Source: an optimization exercise on an open RTL-to-GDS flow (aim: small area). Production flows keep margins and buffers that such runs may drop. Where RTL was checked, it was by simulation tests only, not by an equivalence proof against the original.

the previous run:
Design Multiplier32Bit, start of the top module:
module Multiplier32Bit (
	input[31:0] multiplicand,
	input[31:0] multiplier,
	input clk,
	input enable,
	input reset_n,
	output[31:0] aBus,
	output valid
);
	reg[31:0] acc;     
	reg[3:0] q;        
	reg vld;
	wire[31:0] mc = multiplicand;
	wire[31:0] mp = multiplier;
	genvar i;
	wire[3:1] a, o;
	generate
		for (i = 1; i < 4; i = i + 1) begin : gz
			wire a_lo, a_hi, o_lo, o_hi;
			nand4 u0 (.a(mp[8*i]), .b(mp[8*i+1]), .c(mp[8*i+2]), .d(mp[8*i+3]), .y(a_lo));
			nand4 u1 (.a(mp[8*i+4]), .b(mp[8*i+5]), .c(mp[8*i+6]), .d(mp[8*i+7]), .y(a_hi));
			nor2 u2 (.a(a_lo), .b(a_hi), .y(a[i]));
			nor4 u3 (.a(mp[8*i]), .b(mp[8*i+1]), .c(mp[8*i+2]), .d(mp[8*i+3]), .y(o_lo));
			nor4 u4 (.a(mp[8*i+4]), .b(mp[8*i+5]), .c(mp[8*i+6]), .d(mp[8*i+7]), .y(o_hi));
			and2 u5 (.a(o_lo), .b(o_hi), .y(o[i]));
		end
	endgenerate
	wire z1 = (a[3] & a[2] & a[1]) | (o[3] & o[2] & o[1]);   
	wire z2 = (a[3] & a[2]) | (o[3] & o[2]);                 
	wire z3 = a[3] | o[3];                                   
	wire idle = ~|q;
	wire busy = ~idle;
	wire[4:0] s;
	assign s[0] = q[0];
	assign s[1] = q[1] | (idle & z1);
	assign s[2] = q[2] | (idle & z2 & ~z1);
	assign s[3] = q[3] | (idle & z3 & ~z2);
	assign s[4] = idle & ~z3;
	wire[6:0] w;
	generate
		for (i = 0; i < 7; i = i + 1) begin : gw
			wire x, y;
			if (i == 0) begin : b0
				aoi22 u0 (.a1(s[1]), .a2(mp[5]), .b1(s[2]), .b2(mp[11]), .y(x));
			end else begin : bn
				aoi222 u0 (.a1(s[0]), .a2(mp[i-1]), .b1(s[1]), .b2(mp[i+5]), .c1(s[2]), .c2(mp[i+11]), .y(x));
			end
			aoi22 u1 (.a1(s[3]), .a2(mp[i+17]), .b1(s[4]), .b2(mp[i+23]), .y(y));
			nand2 u2 (.a(x), .b(y), .y(w[i]));
		end
	endgenerate
	wire d3 = ~z2 & z3;
	wire d4 = ~z3;
	wire cp = idle & d3 & mp[23] & ~mp[24];    
	wire cm = idle & d3 & ~mp[23] & mp[24];    
	wire[7:0] orc;                             
	wire[7:0] mneg;                            
	assign orc[1] = mc[0];
	assign mneg[0] = mc[0];
	generate
		for (i = 1; i < 8; i = i + 1) begin : gn
			if (i > 1) begin : bo
				or2 u0 (.a(orc[i-1]), .b(mc[i-1]), .y(orc[i]));
			end
			xor2 u1 (.a(mc[i]), .b(orc[i]), .y(mneg[i]));
		end
	endgenerate
  ...
clock: 10.0 ns
lec_check: 0
cap_margin: 20
core_margin: 2
core_utilization: 40
cts_buf_list: sky130_fd_sc_hd__clkbuf_8
slew_margin: 20
synth_hierarchical: 1
synth_minimum_keep_size: 0
standard.sh (not shown) runs the stock make flow with config.mk's settings and CLKGATE_MAP_FILE= SYNTH_SCRIPT=/design/flow/synth_recipe.tcl, a recipe that flattens the netlist after the stock synthesis.
==> flow/flow/run.sh <==
#!/bin/bash
export BUFFER_PORTS_ARGS="-buffer_cell sky130_fd_sc_hd__buf_1"
export CTS_ARGS="-sink_clustering_enable -repair_clock_nets -dont_use_dummy_load -buf_list sky130_fd_sc_hd__clkbuf_4"
export POST_FLOORPLAN_TCL="$PWD/flow/downsize.tcl"
bash standard.sh RECOVER_POWER=100 finish > standard.log 2>&1
==> flow/flow/downsize.tcl <==
# Sourced after floorplanning (POST_FLOORPLAN_TCL): set every logic cell to
# the smallest drive strength of its function. Placement-stage repair and
# timing repair size up again where timing or slew needs it.
set db [ord::get_db]
set n 0
foreach inst [[ord::get_db_block] getInsts] {
  set m [[$inst getMaster] getName]
  if {![regexp {^(sky130_fd_sc_hd__[a-z0-9]+)_([0-9]+)$} $m -> base drive]} { continue }
  if {[regexp {dfxtp|dfrtp|conb|tap|fill|decap|clkbuf|clkinv|clkdly|dly} $base]} { continue }
  foreach d {0 1 2} {
    if {$d >= $drive} { break }
    set cand "${base}_$d"
    if {[$db findMaster $cand] != "NULL" && [llength [get_lib_cells -quiet $cand]] > 0 && [lsearch $::env(DONT_USE_CELLS) $cand] < 0} {
      replace_cell [$inst getName] $cand
      incr n
      break
    }
  }
}
puts "downsize: $n cells set to their smallest drive strength"
The previous run has completed all stages; timing, DRC and antenna checks passed.
#### Input delta (the current run over the previous run)
--- a/flow/design.v
+++ b/flow/design.v
@@ -27,35 +27,34 @@
 	endgenerate
 	wire z1 = (a[3] & a[2] & a[1]) | (o[3] & o[2] & o[1]);   
 	wire z2 = (a[3] & a[2]) | (o[3] & o[2]);                 
 	wire z3 = a[3] | o[3];                                   
 	wire idle = ~|q;
 	wire busy = ~idle;
 	wire[4:0] s;
 	assign s[0] = q[0];
 	assign s[1] = q[1] | (idle & z1);
 	assign s[2] = q[2] | (idle & z2 & ~z1);
 	assign s[3] = q[3] | (idle & z3 & ~z2);
 	assign s[4] = idle & ~z3;
-	wire[6:0] w;
+	wire[6:0] w, wx, wy;
 	generate
 		for (i = 0; i < 7; i = i + 1) begin : gw
-			wire x, y;
 			if (i == 0) begin : b0
-				aoi22 u0 (.a1(s[1]), .a2(mp[5]), .b1(s[2]), .b2(mp[11]), .y(x));
+				aoi22 u0 (.a1(s[1]), .a2(mp[5]), .b1(s[2]), .b2(mp[11]), .y(wx[i]));
 			end else begin : bn
-				aoi222 u0 (.a1(s[0]), .a2(mp[i-1]), .b1(s[1]), .b2(mp[i+5]), .c1(s[2]), .c2(mp[i+11]), .y(x));
+				aoi222 u0 (.a1(s[0]), .a2(mp[i-1]), .b1(s[1]), .b2(mp[i+5]), .c1(s[2]), .c2(mp[i+11]), .y(wx[i]));
 			end
-			aoi22 u1 (.a1(s[3]), .a2(mp[i+17]), .b1(s[4]), .b2(mp[i+23]), .y(y));
-			nand2 u2 (.a(x), .b(y), .y(w[i]));
+			aoi22 u1 (.a1(s[3]), .a2(mp[i+17]), .b1(s[4]), .b2(mp[i+23]), .y(wy[i]));
+			nand2 u2 (.a(wx[i]), .b(wy[i]), .y(w[i]));
 		end
 	endgenerate
 	wire d3 = ~z2 & z3;
 	wire d4 = ~z3;
 	wire cp = idle & d3 & mp[23] & ~mp[24];    
 	wire cm = idle & d3 & ~mp[23] & mp[24];    
 	wire[7:0] orc;                             
 	wire[7:0] mneg;                            
 	assign orc[1] = mc[0];
 	assign mneg[0] = mc[0];
 	generate
 		for (i = 1; i < 8; i = i + 1) begin : gn
@@ -75,58 +74,66 @@
 				wire x;
 				aoi222 u0 (.a1(busy), .a2(acc[i]), .b1(cp), .b2(mc[i]), .c1(cm), .c2(mneg[i]), .y(x));
 				if (i < 2) begin : b4
 					nand2 u1 (.a(x), .b(i4_n[i]), .y(prev[i]));
 				end else begin : bx
 					inv u1 (.a(x), .y(prev[i]));
 				end
 			end else begin : hi
 				and2 u0 (.a(busy), .b(acc[i]), .y(prev[i]));
 			end
 		end
 	endgenerate
-	wire[2:0] one, two, neg;
+	wire[2:0] one, two, neg, oneh, twoh, negh;
+	wire[6:0] wh;
 	generate
+		for (i = 0; i < 7; i = i + 1) begin : gwh
+			nand2 u (.a(wx[i]), .b(wy[i]), .y(wh[i]));
+		end
 		for (i = 0; i < 3; i = i + 1) begin : ge
-			wire t;
+			wire t, th;
 			xor2 u0 (.a(w[2*i]), .b(w[2*i+1]), .y(one[i]));
 			xnor2 u1 (.a(w[2*i+2]), .b(w[2*i+1]), .y(t));
 			nor2 u2 (.a(t), .b(one[i]), .y(two[i]));
 			assign neg[i] = w[2*i+2];
+			xor2 u3 (.a(wh[2*i]), .b(wh[2*i+1]), .y(oneh[i]));
+			xnor2 u4 (.a(wh[2*i+2]), .b(wh[2*i+1]), .y(th));
+			nor2 u5 (.a(th), .b(oneh[i]), .y(twoh[i]));
+			assign negh[i] = wh[2*i+2];
 		end
 	endgenerate
 	wire one0 = one[0], two0 = two[0], n0 = neg[0];
 	wire one1 = one[1], two1 = two[1], n1 = neg[1];
 	wire one2 = one[2], two2 = two[2], n2 = neg[2];
 	wire[31:0] r0;
 	wire[29:0] r1;
 	wire[27:0] r2;
 	wire x0 = one0 & mc[0];
 	wire k0 = n0 & ~x0;
 	wire x1 = one1 & mc[0];
 	wire k1 = n1 & ~x1;
 	wire x2 = one2 & mc[0];
 	wire k2 = n2 & ~x2;
 	assign r0[0] = x0;
 	assign r1[0] = x1;
 	assign r2[0] = x2;
 	generate
 		for (i = 1; i < 32; i = i + 1) begin : g0
-			booth_cell u (.one(one0), .two(two0), .neg(n0), .a(mc[i]), .b(mc[i-1]), .p(r0[i]));
+			booth_cell u (.one(i < 16 ? one[0] : oneh[0]), .two(i < 16 ? two[0] : twoh[0]), .neg(i < 16 ? neg[0] : negh[0]), .a(mc[i]), .b(mc[i-1]), .p(r0[i]));
 		end
 		for (i = 1; i < 30; i = i + 1) begin : g1
-			booth_cell u (.one(one1), .two(two1), .neg(n1), .a(mc[i]), .b(mc[i-1]), .p(r1[i]));
+			booth_cell u (.one(i < 16 ? one[1] : oneh[1]), .two(i < 16 ? two[1] : twoh[1]), .neg(i < 16 ? neg[1] : negh[1]), .a(mc[i]), .b(mc[i-1]), .p(r1[i]));
 		end
 		for (i = 1; i < 28; i = i + 1) begin : g2
-			booth_cell u (.one(one2), .two(two2), .neg(n2), .a(mc[i]), .b(mc[i-1]), .p(r2[i]));
+			booth_cell u (.one(i < 16 ? one[2] : oneh[2]), .two(i < 16 ? two[2] : twoh[2]), .neg(i < 16 ? neg[2] : negh[2]), .a(mc[i]), .b(mc[i-1]), .p(r2[i]));
 		end
 	endgenerate
 	wire[31:0] next;
 	wire t_1;
 	wire t_2;
 	wire t_3;
 	wire t_4;
 	wire t_5;
 	wire t_6;
 	wire t_7;
 	wire t_8;
 	wire t_9;
==> comparison <==
The current run: routed wirelength normalized by instance count is about 3% lower than what the previous run reported.
The current run ended with more number of DRC markers in iteration 0 than the previous run.
The previous run reports its end point of the critical path as acc[22] while the current run reports acc[29].
Share of final-layout standard cells stronger than drive strength 1 of the previous run is on par with the current run.
Hold slack: the current run and the previous run compared, higher one is the previous run
Post-synthesis instance area in the current run vs the previous run: up 90 um2
Routed wire in the current run totals less than in the previous run.
Looking at the current run and the previous run, the largest net degree at the start of global routing is a wash.
The RTL of the current run was laid out without a check of its function.

afterwards: timing with drivers on the ports:
The results above use ideal ports. As a check the final layouts listed here were re-extracted and re-timed, cells and wires unchanged.
Step 1: set_driving_cell puts a clkbuf_16 on clk and a buf_2 on each other input, an assumption about the parent block.
Step 2, shift: input delay + t, output delay - t, t = (earliest + latest rising clock arrival at the registers) / 2. This alone moves slack from input paths to output paths.
Slacks: ideal ports / drivers / drivers and shift; pairs: ideal ports / drivers.
run	t (ns)	slack for setup (ns)	clock arrival spread, ns	slew at the worst register clock pin (ns)	cell pins on the clock port's net
the previous run	0.409	0.561 / 0.575 / 0.166	0.009 / 0.008	0.11 / 0.11	1
the current run	0.414	0.521 / 0.521 / 0.106	0.025 / 0.025	0.12 / 0.12	1
After both steps setup and hold are still met in every run listed. For the current run, which loses most, drivers alone change the setup slack by 0.000 ns; drivers and shift together by -0.415 ns.
